What follows belongs to an exercise in optimizing a design on an open flow for small area; a production flow would make more cautious choices.
In this exercise RTL edits were held to simulation tests only and were not proved equivalent to the original.
No driver is modelled on the clock port, so clock power and skew are understated where the tree is cut down; a real chip needs a root buffer or a tree.
Power and IR drop assume default switching activity.

## rev 12
Design LED_top, start of the top module:
module LED_top (
    input clk,
    input rst,
    input btn1in,
    input btn2in,
    input btn3in,
    output A,
    output B,
    output C,
    output D,
    output R0,
    output G0,
    output B0,
    output R1,
    output G1,
    output B1,
    output OE,
    output LAT,
    output clk_shft
);
Size: about 0.0020 sq mm of cells after synthesis.
==> flow/config.mk <==
export PLATFORM = sky130hd
export DESIGN_NAME = LED_top
export DESIGN_NICKNAME = LED_top
export VERILOG_FILES = /design/flow/design.v
export SDC_FILE = /design/flow/constraint.sdc
export NUM_CORES = 4
export LEC_CHECK = 0
export CAP_MARGIN = 20
export CORE_MARGIN = 2
export CORE_UTILIZATION = 40
export SLEW_MARGIN = 20
==> flow/constraint.sdc <==
create_clock -name core_clock -period 12.0 [get_ports {clk}]
set_input_delay 2.4000 -clock core_clock [delete_from_list [all_inputs] [get_ports {clk}]]
set_output_delay 2.4000 -clock core_clock [all_outputs]
set_load 0.01 [all_outputs]
standard.sh (not shown) runs the stock make flow with config.mk's settings and CLKGATE_MAP_FILE= SYNTH_SCRIPT=/design/flow/synth_recipe.tcl, a recipe that flattens the netlist after the stock synthesis.
==> flow/flow/run.sh <==
#!/bin/bash
# Own layout flow: the standard flow (standard.sh) with three changes:
#  - synthesis maps with an area-oriented ABC script (flow/abc_area.script,
#    selected by ABC_AREA=1); everything else in synthesis is unchanged, so
#    the registers are those of the standard synthesis;
#  - port buffers are sky130_fd_sc_hd__buf_1 (the ports carry light loads);
#  - the clock tree is three clkbuf_8, each driving a third of the flip-flops
#    (flow/manual_cts.tcl, in place of clock_tree_synthesis).
set -euo pipefail
here=$(pwd)
rm -rf "$here/scripts_own"
cp -r "$FLOW_HOME/scripts" "$here/scripts_own"
cp "$here/flow/abc_area.script" "$here/scripts_own/abc_area.script"
# clock tree: flow/manual_cts.tcl in place of clock_tree_synthesis
sed -i 's|^log_cmd clock_tree_synthesis {\*}\$cts_args$|source $::env(MANUAL_CTS_TCL)|' "$here/scripts_own/cts.tcl"
grep -q MANUAL_CTS_TCL "$here/scripts_own/cts.tcl"
bash "$here/standard.sh" \
    "SCRIPTS_DIR=$here/scripts_own" \
    ABC_AREA=1 \
    "BUFFER_PORTS_ARGS=-buffer_cell sky130_fd_sc_hd__buf_1" \
    "MANUAL_CTS_TCL=$here/flow/manual_cts.tcl" \
    finish > "$here/flow_make.log" 2>&1
==> flow/flow/abc_area.script <==
strash
dch
amap
topo
==> flow/flow/manual_cts.tcl <==
# Clock tree: the clock port drives cts_nbuf buffers (cts_cell), each driving the
# flip-flops of one vertical strip of the core (split by x at equal counts),
# placed at the centre of its flip-flops. detailed_placement in cts.tcl then
# legalizes them.
set cts_cell sky130_fd_sc_hd__clkbuf_8
set cts_nbuf 3
set block [ord::get_db_block]
set dbu [$block getDbUnitsPerMicron]
set loads {}
foreach p [get_pins -of_objects [get_nets clk] -filter "direction==input"] {
  set loc [[[sta::sta_to_db_pin $p] getInst] getLocation]
  lappend loads [list [lindex $loc 0] [lindex $loc 1] $p]
}
set loads [lsort -real -index 0 $loads]
set m [llength $loads]
for {set i 0} {$i < $cts_nbuf} {incr i} {
  set grp [lrange $loads [expr {$i * $m / $cts_nbuf}] [expr {($i + 1) * $m / $cts_nbuf - 1}]]
  set sx 0
  set sy 0
  set pins {}
  foreach g $grp {
    set sx [expr {$sx + [lindex $g 0]}]
    set sy [expr {$sy + [lindex $g 1]}]
    lappend pins [lindex $g 2]
  }
  set cx [expr {$sx / [llength $grp] / double($dbu)}]
  set cy [expr {$sy / [llength $grp] / double($dbu)}]
  insert_buffer -buffer_cell $cts_cell -net clk -load_pins $pins -location [list $cx $cy]
}
puts "manual clock tree: $cts_nbuf x $cts_cell for $m clock pins"
--- input diff rev 12..rev 13 ---
-- flow/design.v --
<<< rev 12, line 25
assign clk_shft = p[2];
wire tick = (p == 3'd3);
reg       x;
reg [4:0] y;
wire y24 = y[4] & y[3];                    
always @(posedge clk or posedge rst)
    if (rst) begin
        x <= 1'b0;
        y <= 5'd0;
    end else begin
        x <= x ^ tick;
        y <= (tick && y24) ? 5'd0 : y + {4'd0, tick};
    end
wire h    = (y[0] == x) && (y != 5'd0);
wire cnt0 = !x && (y == 5'd0);             
wire h_prev = ((y[0] == x) && (y[4:1] != 4'd0)) || (x && (y == 5'd0));
reg [2:0] tile;
reg [3:0] cm;
>>> rev 13, line 25
assign clk_shft = p[2];
wire tick = (p == 3'd3);
reg [2:0] tile;
reg [3:0] cm;
<<< rev 12, line 59
assign OE  = !(t6 && cm[3]);
assign LAT = xmit;
wire idle0 = (rm == 4'd15) && t6 && (cm == 4'd8) && cnt0;
wire gend  = (rm == 4'd11) && (tile == 3'd4) && (cm == 4'd2) && cnt0;
reg gx, R;
always @(posedge clk or posedge rst)
>>> rev 13, line 45
assign OE  = !(t6 && cm[3]);
assign LAT = xmit;
reg [4:0] y;
wire x   = cm[0];
wire y24 = y[4] & y[3];                    
always @(posedge clk or posedge rst)
    if (rst) y <= 5'd0;
    else     y <= (tick && y24) ? 5'd0 : y + {4'd0, tick};
wire h    = (y[0] == x) && (y != 5'd0);
wire h_prev = ((y[0] == x) && (y[4:1] != 4'd0)) || (x && (y == 5'd0));
wire idle0 = cm[3] & rm[2] & tile[2] & tile[1] & (y == 5'd0);
wire gend  = !cm[2] & cm[1] & !cm[0] & rm[3] & !rm[2] & rm[1] & rm[0] & !tile[1]
             & !y[3] & !y[2] & !y[1];
reg gx, R;
always @(posedge clk or posedge rst)
<<< rev 12, line 73
wire md    = !idle0;
wire anybtn = btn1in | btn2in | btn3in;
reg [1:0] d;    
always @(posedge clk or posedge rst)
    if (rst) d <= 2'd0;
    else if (tick)
        case (d)
            2'd0: d <= (md && anybtn) ? 2'd1 : 2'd0;
            2'd1: d <= 2'd2;
            default: d <= anybtn ? 2'd3 : 2'd0;
        endcase
wire shift = (d == 2'd2);
wire Shift = shift | ready;
reg [8:0] b;
>>> rev 13, line 68
wire md    = !idle0;
wire anybtn = btn1in | btn2in | btn3in;
reg [1:0] d;
always @(posedge clk or posedge rst)
    if (rst) d <= 2'd0;
    else if (tick) begin
        d[1] <= (!d[1] && d[0]) || (d[1] && anybtn);
        d[0] <= !d[1] && (d[0] || (md && anybtn));
    end
wire shift = d[1] & d[0];
wire Shift = shift | ready;
reg [8:0] b;
<<< rev 12, line 232
        L <= pix_dn;
    end
wire top_band = (rm >= 4'd10) && (rm != 4'd15);
wire low_band = (rm <= 4'd4) || (rm == 4'd15);
assign R0 = U & top_band;
assign G0 = U & top_band;
>>> rev 13, line 225
        L <= pix_dn;
    end
wire top_band = rm[3] & (rm[2] | rm[1]);                     
wire low_band = rm[3] ? (rm[2] & (rm[1] | rm[0]))            
                      : !(rm[2] & (rm[1] | rm[0]));          
assign R0 = U & top_band;
assign G0 = U & top_band;
Notes after the runs:
Diff rev 12 and rev 13: total power of the final layout higher in rev 12. Sequential cell count in rev 13 vs rev 12: down 1. Measured against each other, rev 12 and rev 13 differ in post-synthesis async set-or-reset flop share, the higher figure coming from rev 12. Between rev 13 and rev 12, the net switching fraction of the power does not differ in any meaningful way. The standard cells in rev 13 occupy less silicon area than those in rev 12 do.
No run of this note takes its clock network from TritonCTS; it comes from the design's own scripts or RTL.

## afterwards: timing with drivers on the ports
No port has a modelled driver above. Below, the same layouts with a new extraction and two added sets of constraints. Step 1 assumes that a clkbuf_16 drives the clock port and a buf_2 every other input. Step 2, shift: input delay + t, output delay - t, t = (earliest + latest rising clock arrival at the registers) / 2. This alone moves slack from input paths to output paths. a / b / c = ideal ports / drivers / drivers and shift; a / b = the first two.
run | shift t [ns] | setup slack, ns | worst setup path at the end | latest minus earliest clock arrival (ns) | slew at the worst register clock pin (ns)
rev 12 | 0.186 | 7.837 / 7.794 / 7.980 | register to output | 0.018 / 0.018 | 0.09 / 0.09
rev 13 | 0.180 | 7.897 / 7.856 / 8.036 | register to output | 0.015 / 0.016 | 0.09 / 0.09
After both steps every run listed still meets setup and hold.
